Background: an optimization exercise with open tools, aiming at small area and a short achievable clock period. Do not read the settings as production practice.
Function was checked by simulation only, so behaviour that the tests miss may differ from the original.
Power figures rest on the tool's default switching activity, not on a simulated workload.

[flow/run.sh]
#!/bin/bash
# Standard ORFS layout (the standard.sh) with three changes:
#  - ports are buffered with buf_4 instead of the delay cell buffer_ports picks by default;
#  - CTS uses larger sink clusters and no dummy loads;
#  - a222oi_1 (only one, weak drive strength) is kept out of mapping; the platform's
#    own don't-use list is repeated since this setting replaces it.
set -euo pipefail
bash standard.sh \
  "BUFFER_PORTS_ARGS=-buffer_cell sky130_fd_sc_hd__buf_4" \
  "CTS_ARGS=-sink_clustering_enable -repair_clock_nets -sink_clustering_size 25 -sink_clustering_max_diameter 100 -dont_use_dummy_load" \
  "DONT_USE_CELLS=sky130_fd_sc_hd__probe_p_8 sky130_fd_sc_hd__probec_p_8 sky130_fd_sc_hd__lpflow_bleeder_1 sky130_fd_sc_hd__lpflow_clkbufkapwr_1 sky130_fd_sc_hd__lpflow_clkbufkapwr_16 sky130_fd_sc_hd__lpflow_clkbufkapwr_2 sky130_fd_sc_hd__lpflow_clkbufkapwr_4 sky130_fd_sc_hd__lpflow_clkbufkapwr_8 sky130_fd_sc_hd__lpflow_clkinvkapwr_1 sky130_fd_sc_hd__lpflow_clkinvkapwr_16 sky130_fd_sc_hd__lpflow_clkinvkapwr_2 sky130_fd_sc_hd__lpflow_clkinvkapwr_4 sky130_fd_sc_hd__lpflow_clkinvkapwr_8 sky130_fd_sc_hd__lpflow_decapkapwr_12 sky130_fd_sc_hd__lpflow_decapkapwr_3 sky130_fd_sc_hd__lpflow_decapkapwr_4 sky130_fd_sc_hd__lpflow_decapkapwr_6 sky130_fd_sc_hd__lpflow_decapkapwr_8 sky130_fd_sc_hd__lpflow_inputiso0n_1 sky130_fd_sc_hd__lpflow_inputiso0p_1 sky130_fd_sc_hd__lpflow_inputiso1n_1 sky130_fd_sc_hd__lpflow_inputiso1p_1 sky130_fd_sc_hd__lpflow_inputisolatch_1 sky130_fd_sc_hd__lpflow_isobufsrc_1 sky130_fd_sc_hd__lpflow_isobufsrc_16 sky130_fd_sc_hd__lpflow_isobufsrc_2 sky130_fd_sc_hd__lpflow_isobufsrc_4 sky130_fd_sc_hd__lpflow_isobufsrc_8 sky130_fd_sc_hd__lpflow_isobufsrckapwr_16 sky130_fd_sc_hd__lpflow_lsbuf_lh_hl_isowell_tap_1 sky130_fd_sc_hd__lpflow_lsbuf_lh_hl_isowell_tap_2 sky130_fd_sc_hd__lpflow_lsbuf_lh_hl_isowell_tap_4 sky130_fd_sc_hd__lpflow_lsbuf_lh_isowell_4 sky130_fd_sc_hd__lpflow_lsbuf_lh_isowell_tap_1 sky130_fd_sc_hd__lpflow_lsbuf_lh_isowell_tap_2 sky130_fd_sc_hd__lpflow_lsbuf_lh_isowell_tap_4 sky130_fd_sc_hd__a222oi_1 sky130_fd_sc_hd__a2111oi_0 sky130_fd_sc_hd__o21ai_0 sky130_fd_sc_hd__and2_0" \
  finish > standard.log 2>&1
[standard.sh]
#!/bin/bash
# synth_recipe.tcl (not shown) runs the flow's synth.tcl, then flattens the netlist and writes it again
# the make line also repeats each setting of config.mk as NAME=value (left out here)
make -C /OpenROAD-flow-scripts/flow DESIGN_CONFIG=/design/flow/config.mk WORK_HOME=/design/flow/orfs CLKGATE_MAP_FILE= SYNTH_SCRIPT=/design/flow/synth_recipe.tcl "${@:-finish}"
[config.mk]
export PLATFORM = sky130hd
export DESIGN_NAME = sync_fifo
export DESIGN_NICKNAME = sync_fifo
export VERILOG_FILES = /design/flow/design.v
export SDC_FILE = /design/flow/constraint.sdc
export NUM_CORES = 4
export LEC_CHECK = 0
export CAP_MARGIN = 20
export CORE_MARGIN = 2
export CORE_UTILIZATION = 60
export SETUP_SLACK_MARGIN = 2.25
export SLEW_MARGIN = 20
export TNS_END_PERCENT = 30
[constraint.sdc]
create_clock -name core_clock -period 4.0 [get_ports {clk}]
set_input_delay 0.8000 -clock core_clock [delete_from_list [all_inputs] [get_ports {clk}]]
set_output_delay 0.8000 -clock core_clock [all_outputs]
set_load 0.01 [all_outputs]
[design.v]
module sync_fifo #(parameter depth=64,parameter n=8,parameter addr_n=6)(input [n-1:0]din,input clk,rst,w_en,r_en,output reg [n-1:0]dout,output full,empty);
  localparam LO = 9;
  localparam HI = 7;
  localparam NC = 1;
  localparam BPC = n/NC;
  reg [n-1:0] mem [0:LO*HI-1];
  reg [LO-1:0] wlo;
  reg [HI-1:0] whi;
  reg [HI-1:0] rhi;
  reg [LO-1:0] rlo [0:NC-1];
  reg [addr_n-1:0] cnt;
  reg e_r, f_r;
  assign empty = e_r;
  assign full  = f_r;
  wire wr = w_en & ~f_r;
  wire rd = r_en & ~e_r;
  integer i, j, k;
  always @(posedge clk) begin
    for (i = 0; i < HI; i = i + 1)
      for (j = 0; j < LO; j = j + 1)
        if (wr & whi[i] & wlo[j])
          mem[i*LO+j] <= din;
  end
  reg [n-1:0] rdata;
  reg [n-1:0] row;
  reg [n-1:0] csel;
  always @* begin
    rdata = {n{1'b0}};
    for (i = 0; i < HI; i = i + 1) begin
      row = {n{1'b0}};
      for (j = 0; j < LO; j = j + 1) begin
        for (k = 0; k < n; k = k + 1)
          csel[k] = rlo[k/BPC][j];
        row = row | (mem[i*LO+j] & csel);
      end
      rdata = rdata | (row & {n{rhi[i]}});
    end
  end
  wire [addr_n-1:0] cnt_up = cnt + 1'b1;
  wire [addr_n-1:0] cnt_dn = cnt - 1'b1;
  wire cnt_is1  = (cnt == 6'd1);
  wire cnt_is62 = (cnt == 6'd62);
  always @(posedge clk) begin
    if (rst) begin
      wlo <= 1; whi <= 1; rhi <= 1;
      for (k = 0; k < NC; k = k + 1) rlo[k] <= 1;
      cnt <= 0; e_r <= 1'b1; f_r <= 1'b0;
      dout <= 0;
    end else begin
      if (wr) begin
        wlo <= {wlo[LO-2:0], wlo[LO-1]};
        if (wlo[LO-1]) whi <= {whi[HI-2:0], whi[HI-1]};
      end
      if (rd) begin
        dout <= rdata;
        for (k = 0; k < NC; k = k + 1) rlo[k] <= {rlo[k][LO-2:0], rlo[k][LO-1]};
        if (rlo[0][LO-1]) rhi <= {rhi[HI-2:0], rhi[HI-1]};
      end
      if (wr & ~rd) begin
        cnt <= cnt_up;
        e_r <= 1'b0;
        f_r <= cnt_is62;
      end else if (rd & ~wr) begin
        cnt <= cnt_dn;
        f_r <= 1'b0;
        e_r <= cnt_is1;
      end
    end
  end
endmodule
==> results.rst, run 1 <==
.. list-table::
   :header-rows: 1

   * - Metric
     - Value
   * - Run status
     - complete, no violations
   * - CP cell instances
     - buf_6
   * - Upper clock frequency limit
     - 0.538 GHz
   * - Port-buffer cells
     - 21
   * - Static Leak
     - 7.06 nW
   * - CP Capture Type
     - output port
   * - Overflow left after global routing
     - 0
   * - Setup slack, reg-to-reg
     - 2190 ps
   * - Number of synthesized flops with an enable pin
     - 504
   * - Sequential-to-total area share from yosys stat
     - 78.9%
   * - Critical Path Start
     - e_r
   * - Clk Tree Root Cell
     - sky130_fd_sc_hd__clkbuf_16
   * - Hold Path Cell Cnt
     - 2
   * - Family with the most delay on the worst path
     - flip-flops
   * - Prevailing post-synth register cell
     - sky130_fd_sc_hd__edfxtp_1
   * - Number of primary I/O pins
     - 22
   * - Average cell area after synthesis
     - 16.4 µm²
   * - Max-Cap Viols
     - 0
   * - Number of nets at the end of the flow
     - 1289
   * - Setup Skew
     - 66.5 ps
   * - Library cell contributing the largest single delay on the critical path
     - sky130_fd_sc_hd__dfxtp_2
   * - Leading post-synthesis cells by instance count
     - sky130_fd_sc_hd__edfxtp_1, sky130_fd_sc_hd__a22oi_1, sky130_fd_sc_hd__nand2_1
   * - Antenna violations before repair
     - 2
   * - Capturing point of the worst reg2reg path
     - mem[29][7]
   * - Gr busiest metal
     - met2
   * - Setup TNS
     - 0 ps
   * - Tightest Hold Check Type
     - reg2reg
   * - Wire length of the first global-routing pass
     - 74.0 mm
   * - Startpoint types
     - flip-flop
   * - Overall global routing resource usage
     - 28.7%
   * - Number of optimization iterations in the first detailed-route pass
     - 5
   * - Count of antenna-violating nets left after detailed routing
     - 0
   * - Launch point of the worst reg-to-reg path
     - f_r
   * - Met2 demand-to-capacity share in global routing
     - 44.6%
   * - Fraction of synthesis flops using an asynchronous set or reset pin
     - 0%
   * - Largest net degree at the start of global routing
     - 64
   * - Clock Tree Buf Depth
     - 3
   * - Die width
     - 188 µm
   * - Number of sinks driven by the clock tree
     - 552
   * - Area contributors post-synth
     - sky130_fd_sc_hd__edfxtp_1, sky130_fd_sc_hd__a22oi_1, sky130_fd_sc_hd__dfxtp_1
   * - Required time at the worst-slack endpoint
     - 3200 ps
   * - Leading area contributor after synthesis
     - sky130_fd_sc_hd__edfxtp_1
   * - Floorplan die area
     - 0.0355 mm²
   * - Total power after layout
     - 9.67 mW
   * - Share of layout cells above drive strength 1
     - 16.9%
   * - PD cells
     - 427 mW/mm²
   * - Vias in the first global route
     - 10900
   * - Bufs and invs on worst path
     - 1
   * - First DRT Iteration DRCs
     - 1443
   * - Total number of cells along the worst setup path
     - 1
   * - Level count of the clock H-tree
     - 1
   * - Worst Max-Slew Pin Slew
     - 849 ps
   * - Die outline height
     - 188 µm
   * - Warnings from Yosys
     - 3
   * - Setup violation total in the final timing report
     - 0
   * - Wire length reported by the detailed router
     - 52.7 mm
   * - Met3 routing resource usage after global routing
     - 4.00%
   * - Setup crit end
     - empty
   * - Net count after synthesis
     - 1263
   * - Number of max-slew violations in the final report
     - 0
   * - Reg clk slew, reported paths
     - 100 ps
   * - Via density per instance
     - 6.79
   * - Filler cells
     - 2288
   * - Weighted congestion reported at the end of routability-driven placement
     - 0.802
   * - Most frequent cell after synthesis
     - sky130_fd_sc_hd__edfxtp_1
   * - Area growth from synthesis to layout
     - 11.1%
   * - Fraction of the core area covered by cells at the end of the flow
     - 67.6%
   * - Setup repair after global routing missed its margin
     - yes
   * - Post-synthesis register bit count
     - 552
   * - Number of different library cells in the post-synthesis netlist
     - 41
   * - Std-Cell Rows
     - 67
   * - Cell count after synthesis
     - 1246
   * - Fin crit share
     - 46.4%
   * - Data arrival time at the worst-slack endpoint
     - 1060 ps
   * - Clock tree from TritonCTS
     - yes
   * - Class of the most critical setup path
     - reg2out
   * - Core Box Area
     - 0.0335 mm²
   * - Placed wire-length estimate after detailed placement
     - 28.6 mm
   * - Post-Synthesis Cell Area
     - 0.0204 mm²
   * - Number of remaining DRC errors
     - 0
   * - Max stage delay on crit path
     - 370 ps
   * - Total vias in the final route
     - 11700
   * - Clock latency at the later pin of the worst-skew pair
     - 580 ps
   * - Final hold slack
     - 485 ps
   * - Fraction of synthesized cell area taken by the top area cell type
     - 74.2%
   * - Time the worst path needs with I/O delays and setup
     - 1860 ps
   * - Wire length per cell
     - 30.6 µm
   * - Final number of hold-violating endpoints
     - 0
   * - Maximum fanout encountered on the critical timing path
     - 3
   * - Worst-case headroom to the max-slew limit
     - 43.3%
   * - Max rail drop VDD
     - 0.415 mV
   * - Met1 usage in global routing
     - 43.5%
   * - TritonCTS buffer count
     - 26
   * - R2R depth
     - 4
   * - Initial Util
     - 60.9%
## kinds of logic after synthesis
group / count (synthesis) / synth area share [%]
simple gates: 266 / 6.71
flops: 552 / 78.9
compound gates: 325 / 11.7
mux: 1 / 0.0491
buf+inv: 92 / 2.15
fa+ha+maj: 5 / 0.307
xor+xnor: 5 / 0.215
## worst min-delay path by stage
stage	startpoint	to	slack [ps]
global route	f_r	f_r	490
finish	f_r	f_r	480
floorplan	wlo[8]	wlo[8]	450
CTS	f_r	f_r	490
detailed placement	f_r	f_r	480
global placement	f_r	f_r	470
## power breakdown
| group | total [mW] | switching [mW] | internal (mW) |
|---|---|---|---|
| sequential | 6.36 | 0.0517 | 6.31 |
| combinational | 0.494 | 0.317 | 0.177 |
| clock | 2.81 | 1.65 | 1.16 |
| total | 9.67 | 2.02 | 7.65 |
## per-stage QoR
step | instance area, µm² | setup slack, ps | cells
finish | 22700 | 2140 | 1721
global route | 22700 | 2120 | 1718
floorplan | 20600 | 1500 | 1246
CTS | 22300 | 2130 | 1705
detailed placement | 21000 | 1230 | 1649
global placement | 21000 | 1250 | 1649
## flip-flops by register name, indices dropped and copies added, names as in the netlist
signal  count
e_r         1
mem       504
f_r         1
dout        8
rhi         7
whi         7
wlo         9
cnt         6
rlo         9
## layout by cell type (no fill, tap or decap), types with 3 or more instances in the layout
| master | count |
|---|---|
| sky130_fd_sc_hd__a21oi_1 | 42 |
| sky130_fd_sc_hd__buf_8 | 3 |
| sky130_fd_sc_hd__and4_1 | 4 |
| sky130_fd_sc_hd__nand2_1 | 118 |
| sky130_fd_sc_hd__a22oi_2 | 35 |
| sky130_fd_sc_hd__a31oi_1 | 6 |
| sky130_fd_sc_hd__a22oi_1 | 124 |
| sky130_fd_sc_hd__dfxtp_4 | 12 |
| sky130_fd_sc_hd__buf_4 | 32 |
| sky130_fd_sc_hd__dfxtp_2 | 7 |
| sky130_fd_sc_hd__buf_12 | 15 |
| sky130_fd_sc_hd__and3_1 | 37 |
| sky130_fd_sc_hd__clkbuf_16 | 32 |
| sky130_fd_sc_hd__nand4_1 | 57 |
| sky130_fd_sc_hd__o21ai_1 | 20 |
| sky130_fd_sc_hd__dfxtp_1 | 29 |
| sky130_fd_sc_hd__and4_4 | 5 |
| sky130_fd_sc_hd__edfxtp_1 | 504 |
| sky130_fd_sc_hd__inv_1 | 8 |
| sky130_fd_sc_hd__a22o_1 | 49 |
| sky130_fd_sc_hd__o21ai_2 | 13 |
| sky130_fd_sc_hd__ha_1 | 4 |
| sky130_fd_sc_hd__buf_6 | 22 |
| sky130_fd_sc_hd__diode_2 | 3 |
| sky130_fd_sc_hd__a221oi_2 | 6 |
| sky130_fd_sc_hd__o21bai_1 | 5 |
| sky130_fd_sc_hd__nor3_1 | 3 |
| sky130_fd_sc_hd__xnor2_1 | 3 |
| sky130_fd_sc_hd__a221oi_1 | 10 |
| sky130_fd_sc_hd__and3_4 | 18 |
| sky130_fd_sc_hd__a221o_1 | 9 |
| sky130_fd_sc_hd__nor2_1 | 10 |
## repair_timing
item                                   in CTS  in global routing
hold buffers                                0                  0
pin swaps                                  29                 22
cloned                                      2                  6
setup endpoints to repair                 538                 92
resized for setup                          74                 43
setup buffers                              28                  7
endpoints found under the hold margin       0                  0
## per-layer routing
layer	vias to the layer above	wire length, µm	part of all wire (%)
met1	5994	22100	42
met2	575	24900	47
met5	-	0	0
li1	5045	-	-
met4	0	1520	2.9
met3	79	4110	7.8
## layout make-up
| class | count | area, µm² | area share, % |
|---|---|---|---|
| flip-flops and latches | 552 | 16100 | 71.2 |
| multi-input cells | 602 | 4240 | 18.7 |
| repair buffers | 78 | 983 | 4.34 |
| clock buffers | 26 | 651 | 2.87 |
| well taps | 448 | 561 | 2.47 |
| inverters | 10 | 58.8 | 0.259 |
| repair inverters | 2 | 17.5 | 0.0773 |
| diodes | 3 | 7.51 | 0.0331 |
## tightest hold or removal path, stage by stage, from the launching register on
cell                      delay (ps)
sky130_fd_sc_hd__dfxtp_2         350
sky130_fd_sc_hd__nand2_1          50
sky130_fd_sc_hd__a21oi_1          50
==> run 2, diff against run 1 <==
--- a/config.mk
+++ b/config.mk
@@ -8,6 +8,6 @@
 export CAP_MARGIN = 20
 export CORE_MARGIN = 2
 export CORE_UTILIZATION = 60
-export SETUP_SLACK_MARGIN = 2.25
+export SETUP_SLACK_MARGIN = 2.2
 export SLEW_MARGIN = 20
 export TNS_END_PERCENT = 30
==> results.rst, run 2 <==
.. list-table::
   :header-rows: 1

   * - Metric
     - Value
   * - Run status
     - complete, no violations
   * - Die width
     - 188 µm
   * - Leading post-synthesis cells by instance count
     - sky130_fd_sc_hd__edfxtp_1, sky130_fd_sc_hd__a22oi_1, sky130_fd_sc_hd__nand2_1
   * - Clock latency at the later pin of the worst-skew pair
     - 580 ps
   * - Data arrival time at the worst-slack endpoint
     - 1060 ps
   * - Placed wire-length estimate after detailed placement
     - 28.6 mm
   * - Tightest Hold Check Type
     - reg2reg
   * - R2R depth
     - 4
   * - Most common cell after layout, fill and taps aside
     - sky130_fd_sc_hd__edfxtp_1
   * - Reg clk slew, reported paths
     - 100 ps
   * - Static Leak
     - 6.92 nW
   * - Count of antenna-violating nets left after detailed routing
     - 0
   * - Clock tree from TritonCTS
     - yes
   * - Post-synthesis register bit count
     - 552
   * - Number of optimization iterations in the first detailed-route pass
     - 5
   * - Post-Synthesis Cell Area
     - 0.0204 mm²
   * - Fin crit share
     - 46.4%
   * - Largest net degree at the start of global routing
     - 64
   * - Max rail drop VDD
     - 0.414 mV
   * - Number of remaining DRC errors
     - 0
   * - Fraction of synthesized cell area taken by the top area cell type
     - 74.2%
   * - Sequential-to-total area share from yosys stat
     - 78.9%
   * - Level count of the clock H-tree
     - 1
   * - Routed met2 length
     - 23.9 mm
   * - Cell Count, Final, Fillers Out
     - 1707
   * - Setup TNS
     - 0 ps
   * - Via density per instance
     - 6.75
   * - Vias in the first global route
     - 10900
   * - Number of sinks driven by the clock tree
     - 552
   * - Total number of cells along the worst setup path
     - 1
   * - Metal-1 WL
     - 21.7 mm
   * - Required time at the worst-slack endpoint
     - 3200 ps
   * - Overall global routing resource usage
     - 28.5%
   * - Maximum fanout encountered on the critical timing path
     - 3
   * - Total vias in the final route
     - 11500
   * - Clock Tree Buf Depth
     - 3
   * - Library cell contributing the largest single delay on the critical path
     - sky130_fd_sc_hd__dfxtp_2
   * - Largest reg by FF count
     - mem
   * - Worst-case headroom to the max-slew limit
     - 44.4%
   * - Max-Cap Viols
     - 0
   * - Worst Max-Slew Pin Slew
     - 834 ps
   * - Time the worst path needs with I/O delays and setup
     - 1860 ps
   * - Flip-flop count of the largest register, all copies and words added
     - 504
   * - First DRT Iteration DRCs
     - 1340
   * - Prevailing post-synth register cell
     - sky130_fd_sc_hd__edfxtp_1
   * - Wire length reported by the detailed router
     - 50.6 mm
   * - Upper clock frequency limit
     - 0.538 GHz
   * - # hold bufs at CTS
     - 0
   * - Highest routed metal layer
     - met4
   * - Floorplan die area
     - 0.0355 mm²
   * - Setup Skew
     - 65.3 ps
   * - Die outline height
     - 188 µm
   * - Core Box Area
     - 0.0335 mm²
   * - PD cells
     - 432 mW/mm²
   * - Antenna violations before repair
     - 0
   * - Number of max-slew violations in the final report
     - 0
   * - Number of synthesized flops with an enable pin
     - 504
   * - Setup violation total in the final timing report
     - 0
   * - Top Registers
     - mem: 504 flops, rlo: 9 flops, wlo: 9 flops
   * - Startpoint types
     - flip-flop
   * - Most frequent cells in the layout
     - sky130_fd_sc_hd__edfxtp_1, sky130_fd_sc_hd__a22oi_1, sky130_fd_sc_hd__nand2_1
   * - CP Capture Type
     - output port
   * - Net count after synthesis
     - 1263
   * - Weighted congestion reported at the end of routability-driven placement
     - 0.802
   * - Area growth from synthesis to layout
     - 9.40%
   * - Placed cell count
     - 1649
   * - Bufs and invs on worst path
     - 1
   * - Most frequent cell after synthesis
     - sky130_fd_sc_hd__edfxtp_1
   * - Hold Path Cell Cnt
     - 2
   * - Port-buffer cells
     - 21
   * - Overflow left after global routing
     - 0
   * - Number of different library cells in the post-synthesis netlist
     - 41
   * - Number of nets at the end of the flow
     - 1276
   * - Share of layout cells above drive strength 1
     - 14.8%
   * - Max stage delay on crit path
     - 370 ps
   * - Family with the most delay on the worst path
     - flip-flops
   * - Fraction of synthesis flops using an asynchronous set or reset pin
     - 0%
   * - Cell count after synthesis
     - 1246
   * - Clk Tree Root Cell
     - sky130_fd_sc_hd__clkbuf_16
   * - Wire length of the first global-routing pass
     - 73.5 mm
   * - CP cell instances
     - buf_6
   * - TritonCTS buffer count
     - 26
   * - Initial Util
     - 60.9%
   * - Area contributors post-synth
     - sky130_fd_sc_hd__edfxtp_1, sky130_fd_sc_hd__a22oi_1, sky130_fd_sc_hd__dfxtp_1
   * - Leading area contributor after synthesis
     - sky130_fd_sc_hd__edfxtp_1
   * - Met3 wirelength from detailed routing
     - 3.73 mm
   * - Total power after layout
     - 9.64 mW
   * - Wire length per cell
     - 29.6 µm
   * - Std-Cell Rows
     - 67
   * - Number of primary I/O pins
     - 22
   * - Warnings from Yosys
     - 3
   * - Final number of hold-violating endpoints
     - 0
   * - Average cell area after synthesis
     - 16.4 µm²
   * - Class of the most critical setup path
     - reg2out
   * - Setup repair after global routing missed its margin
     - yes
## run 2: changes by cell type in the layout (fill, tap and decap cells not counted), moves of 2 or more
| cell | previous run | this run |
|---|---|---|
| sky130_fd_sc_hd__buf_12 | 15 | 11 |
| sky130_fd_sc_hd__a22oi_1 | 124 | 134 |
| sky130_fd_sc_hd__o21ai_2 | 13 | 11 |
| sky130_fd_sc_hd__and4_2 | 0 | 2 |
| sky130_fd_sc_hd__o21ai_1 | 20 | 22 |
| sky130_fd_sc_hd__clkbuf_16 | 32 | 26 |
| sky130_fd_sc_hd__and4_4 | 5 | 3 |
| sky130_fd_sc_hd__buf_8 | 3 | 1 |
| sky130_fd_sc_hd__a22oi_2 | 35 | 25 |
## run 2: layer usage
layer / up-vias / track usage, %
li1: 5016 / -
met2: 494 / 44.6
met3: 65 / 3.35
met4: 0 / 7.24
met1: 5942 / 43.7
met5: - / 0
## run 2: kinds of logic (layout without fill, tap and decap cells)
group	Yosys count	in the layout	synth area share, %
muxes	1	1	0.0491
buffers and inverters	92	103	2.15
adders and majority gates	5	5	0.307
xor gates and xnor gates	5	5	0.215
DFF	552	552	78.9
AOI/OAI and AO/OA	325	325	11.7
and+or+nand+nor	266	266	6.71
other	0	2	0
## run 2: repair_timing
item / 4_1_cts / 5_1_grt
gates cloned: 2 / 0
gates resized for setup: 54 / 35
setup endpoints to repair: 488 / 84
endpoints found under the hold margin: 0 / 0
pin swaps: 13 / 20
setup buffers: 21 / 7
## run 2: cell type report
type	count	area, µm²
sequential	552	16100
fill	2330	11200
multi-input combinational	602	4170
timing repair buffer	65	712
clock buffer	26	651
tap	448	561
inverter	10	58.8
timing repair inverter	2	17.5
antenna	2	5.00
## run 2: worst paths after layout
| path | startpoint | to | slack, ps |
|---|---|---|---|
| max reg2reg | f_r | mem[38][1] | 2200 |
| min reg2reg | f_r | f_r | 490 |
| max | e_r | empty | 2140 |
| min | f_r | f_r | 490 |
## run 2: per-stage QoR
stage	setup slack [ps]	cell area, µm²	utilization (%)	hold WS [ps]
2_1_floorplan	1500	20600	-	454
3_3_place_gp	1250	21000	62.8	466
3_5_place_dp	1230	21000	62.8	477
4_1_cts	2130	22100	65.9	486
5_1_grt	2120	22300	66.6	493
6_report	2140	22300	66.6	486
## run 2: report_power, final
part / leakage, nW / switching [mW] / total, mW / internal (mW)
Clock: 0.320 / 1.65 / 2.81 / 1.16
Combinational: 1.67 / 0.306 / 0.469 / 0.163
Sequential: 4.93 / 0.0491 / 6.36 / 6.31
==> run 3, diff against run 2 <==
--- a/config.mk
+++ b/config.mk
@@ -7,7 +7,7 @@
 export LEC_CHECK = 0
 export CAP_MARGIN = 20
 export CORE_MARGIN = 2
-export CORE_UTILIZATION = 60
+export CORE_UTILIZATION = 72
 export SETUP_SLACK_MARGIN = 2.2
 export SLEW_MARGIN = 20
 export TNS_END_PERCENT = 30
==> results.rst, run 3 <==
.. list-table::
   :header-rows: 1

   * - Metric
     - Value
   * - Most frequent cells in the layout
     - sky130_fd_sc_hd__edfxtp_1, sky130_fd_sc_hd__a22oi_1, sky130_fd_sc_hd__nand2_1
   * - Level count of the clock H-tree
     - 1
   * - Clock latency at the later pin of the worst-skew pair
     - 560 ps
   * - Via density per instance
     - 7.24
   * - Number of synthesized flops with an enable pin
     - 504
   * - Placed wire-length estimate after detailed placement
     - 27.0 mm
   * - Area growth from synthesis to layout
     - 9.15%
   * - Max-Cap Viols
     - 0
   * - Cell count after synthesis
     - 1246
   * - Library cell contributing the largest single delay on the critical path
     - sky130_fd_sc_hd__dfxtp_4
   * - Top Registers
     - mem: 504 flops, rlo: 9 flops, wlo: 9 flops
   * - Setup repair after global routing missed its margin
     - yes
   * - Startpoint types
     - flip-flop
   * - Core Box Area
     - 0.0279 mm²
   * - Number of different library cells in the post-synthesis netlist
     - 41
   * - Weighted congestion reported at the end of routability-driven placement
     - 0.860
   * - CP cell instances
     - buf_6
   * - Upper clock frequency limit
     - 0.538 GHz
   * - Final hold slack
     - 478 ps
   * - Die width
     - 172 µm
   * - Number of remaining DRC errors
     - 0
   * - Total vias in the final route
     - 11900
   * - Capturing point of the worst reg2reg path
     - dout[3]
   * - Number of max-slew violations in the final report
     - 0
   * - Leading area contributor after synthesis
     - sky130_fd_sc_hd__edfxtp_1
   * - Average cell area after synthesis
     - 16.4 µm²
   * - Worst Max-Slew Pin Slew
     - 793 ps
   * - First DRT Iteration DRCs
     - 1717
   * - Setup Skew
     - 57.0 ps
   * - Setup TNS
     - 0 ps
   * - # hold bufs at CTS
     - 0
   * - Largest net degree at the start of global routing
     - 64
   * - Fraction of synthesized cell area taken by the top area cell type
     - 74.2%
   * - R2R depth
     - 6
   * - Number of nets at the end of the flow
     - 1280
   * - PD cells
     - 431 mW/mm²
   * - Number of primary I/O pins
     - 22
   * - TritonCTS buffer count
     - 26
   * - Post-Synthesis Cell Area
     - 0.0204 mm²
   * - Wire length per cell
     - 30.2 µm
   * - Share of layout cells above drive strength 1
     - 15.0%
   * - Fin crit share
     - 46.5%
   * - Vias in the first global route
     - 11100
   * - Largest reg by FF count
     - mem
   * - Post-synthesis register bit count
     - 552
   * - Number of optimization iterations in the first detailed-route pass
     - 5
   * - Static Leak
     - 6.96 nW
   * - Clock Tree Buf Depth
     - 3
   * - Time the worst path needs with I/O delays and setup
     - 1860 ps
   * - Run status
     - complete, no violations
   * - Data arrival time at the worst-slack endpoint
     - 1060 ps
   * - Maximum fanout encountered on the critical timing path
     - 2
   * - Die outline height
     - 172 µm
   * - Initial Util
     - 73.2%
   * - Net count after synthesis
     - 1263
   * - Number of sinks driven by the clock tree
     - 552
   * - Std-Cell Rows
     - 61
   * - Leading post-synthesis cells by instance count
     - sky130_fd_sc_hd__edfxtp_1, sky130_fd_sc_hd__a22oi_1, sky130_fd_sc_hd__nand2_1
   * - Setup violation total in the final timing report
     - 0
   * - Final number of hold-violating endpoints
     - 0
   * - Max stage delay on crit path
     - 370 ps
   * - Port-buffer cells
     - 21
   * - Origin of the worst min-delay path
     - f_r
   * - Count of antenna-violating nets left after detailed routing
     - 0
   * - Max rail drop VDD
     - 0.528 mV
   * - Setup slack, reg-to-reg
     - 2220 ps
   * - Prevailing post-synth register cell
     - sky130_fd_sc_hd__edfxtp_1
   * - CP Capture Type
     - output port
   * - Wire length of the first global-routing pass
     - 71.4 mm
   * - Floorplan die area
     - 0.0297 mm²
   * - Tightest Hold Check Type
     - reg2reg
   * - Clk Tree Root Cell
     - sky130_fd_sc_hd__clkbuf_16
   * - Launch point of the worst reg-to-reg path
     - rlo[0][0]
   * - Required time at the worst-slack endpoint
     - 3200 ps
   * - Warnings from Yosys
     - 3
   * - Family with the most delay on the worst path
     - flip-flops
   * - Worst-case headroom to the max-slew limit
     - 47.1%
   * - Wire length reported by the detailed router
     - 49.6 mm
   * - Sequential-to-total area share from yosys stat
     - 78.9%
   * - Bufs and invs on worst path
     - 1
   * - Area contributors post-synth
     - sky130_fd_sc_hd__edfxtp_1, sky130_fd_sc_hd__a22oi_1, sky130_fd_sc_hd__dfxtp_1
   * - Most common cell after layout, fill and taps aside
     - sky130_fd_sc_hd__edfxtp_1
   * - Most frequent cell after synthesis
     - sky130_fd_sc_hd__edfxtp_1
   * - Fraction of synthesis flops using an asynchronous set or reset pin
     - 0%
   * - WHS Endpoint
     - f_r
   * - Hold Path Cell Cnt
     - 2
   * - Reg clk slew, reported paths
     - 90 ps
   * - Flip-flop count of the largest register, all copies and words added
     - 504
   * - Overflow left after global routing
     - 0
   * - Clock tree from TritonCTS
     - yes
   * - Class of the most critical setup path
     - reg2out
   * - Overall global routing resource usage
     - 33.8%
   * - Antenna violations before repair
     - 0
-- run 3: what timing repair did --
| item | in CTS | in global routing |
|---|---|---|
| pin swaps | 7 | 24 |
| buffers inserted | 30 | 7 |
| endpoints found under the hold margin | 0 | 0 |
| gates resized for setup | 50 | 35 |
| gates cloned | 1 | 1 |
| setup endpoints to repair | 393 | 27 |
-- run 3: worst register-to-register path, stage by stage, from the launching register on --
cell and delay [ps]:
sky130_fd_sc_hd__dfxtp_4 400, sky130_fd_sc_hd__buf_12 170, sky130_fd_sc_hd__a22oi_2 210, sky130_fd_sc_hd__nand4_1 180, sky130_fd_sc_hd__a221o_1 360, sky130_fd_sc_hd__a22oi_2 210
sky130_fd_sc_hd__a311oi_1 120
-- run 3: layout make-up --
cell class                 count  area (µm²)
timing repair inverter         1        8.76
sequential                   552       16100
tap                          378         473
fill                        1523        5590
timing repair buffer          70         759
multi-input combinational    602        4170
clock buffer                  26         651
inverter                      10        58.8
antenna                        3        7.51
-- run 3: stage by stage --
| stage | utilization, % | cells | worst slack [ps] | power (mW) | cell area [µm²] |
|---|---|---|---|---|---|
| 2_1_floorplan | - | 1246 | 1500 | 6.71 | 20600 |
| 3_3_place_gp | 75.0 | 1574 | 1240 | 6.89 | 20900 |
| 3_5_place_dp | 75.0 | 1574 | 1240 | 6.90 | 20900 |
| 4_1_cts | 79.0 | 1631 | 2140 | 9.55 | 22000 |
| 5_1_grt | 79.9 | 1639 | 2130 | 9.78 | 22300 |
| 6_report | 80.0 | 1642 | 2140 | 9.59 | 22300 |
-- run 3: worst max path at each step --
stage | end | startpoint | depth (start not counted) | slack (ps)
after global placement | mem[8][0] | w_en | 6 | 1240
after global routing | dout[0] | dout[0] | 1 | 2130
after floorplan | cnt[4] | r_en | 10 | 1500
after detailed placement | mem[8][3] | w_en | 6 | 1240
final | dout[1] | dout[1] | 1 | 2140
after CTS | dout[1] | dout[1] | 1 | 2140
-- run 3: logic make-up after synthesis --
| logic type | count (synthesis) | synth area share (%) |
|---|---|---|
| compound gates | 325 | 11.7 |
| xor+xnor | 5 | 0.215 |
| fa+ha+maj | 5 | 0.307 |
| buf+inv | 92 | 2.15 |
| flops | 552 | 78.9 |
| mux | 1 | 0.0491 |
| simple gates | 266 | 6.71 |
-- run 3: where the power goes --
| part | switching [mW] | total (mW) | internal (mW) | leakage [nW] |
|---|---|---|---|---|
| clock | 1.60 | 2.76 | 1.16 | 0.320 |
| sequential | 0.0501 | 6.36 | 6.31 | 4.93 |
| combinational | 0.306 | 0.473 | 0.167 | 1.71 |
| total | 1.95 | 9.59 | 7.64 | 6.96 |
-- run 3: metal layers --
metal  up-vias  part of all wire (%)  GRT usage (%)
met2       781                    48           54.8
met4         0                   3.3           10.5
li1       5027                     -              -
met5         -                     0              0
met1      5974                    38           49.3
met3       110                    11           4.03

-- static timing again, ports no longer ideal --
No port has a modelled driver above. Below, the same layouts with a new extraction and two added sets of constraints. Step 1 sets driving cells, clkbuf_16 on the clock port and buf_2 on the other inputs (assumed; they add their load-dependent delay and slew). Step 2 times the ports against the registers' clock, not the clock port: input delays grow and output delays shrink by t, the midpoint of the rising clock arrivals with the driver on. Three values: no drivers, after step 1, after step 2; two values: the first two.
run | shift t [ns] | setup WS [ns] | pins driven straight from the clock port
run 1 | 0.604 | 2.143 / 2.089 / 1.744 | 1
run 2 | 0.599 | 2.143 / 2.093 / 1.756 | 1
run 3 | 0.586 | 2.140 / 2.090 / 1.711 | 1
After both steps setup and hold are still met in every run listed. For run 3, which loses most, drivers alone change the setup slack by -0.050 ns; drivers and shift together by -0.429 ns.
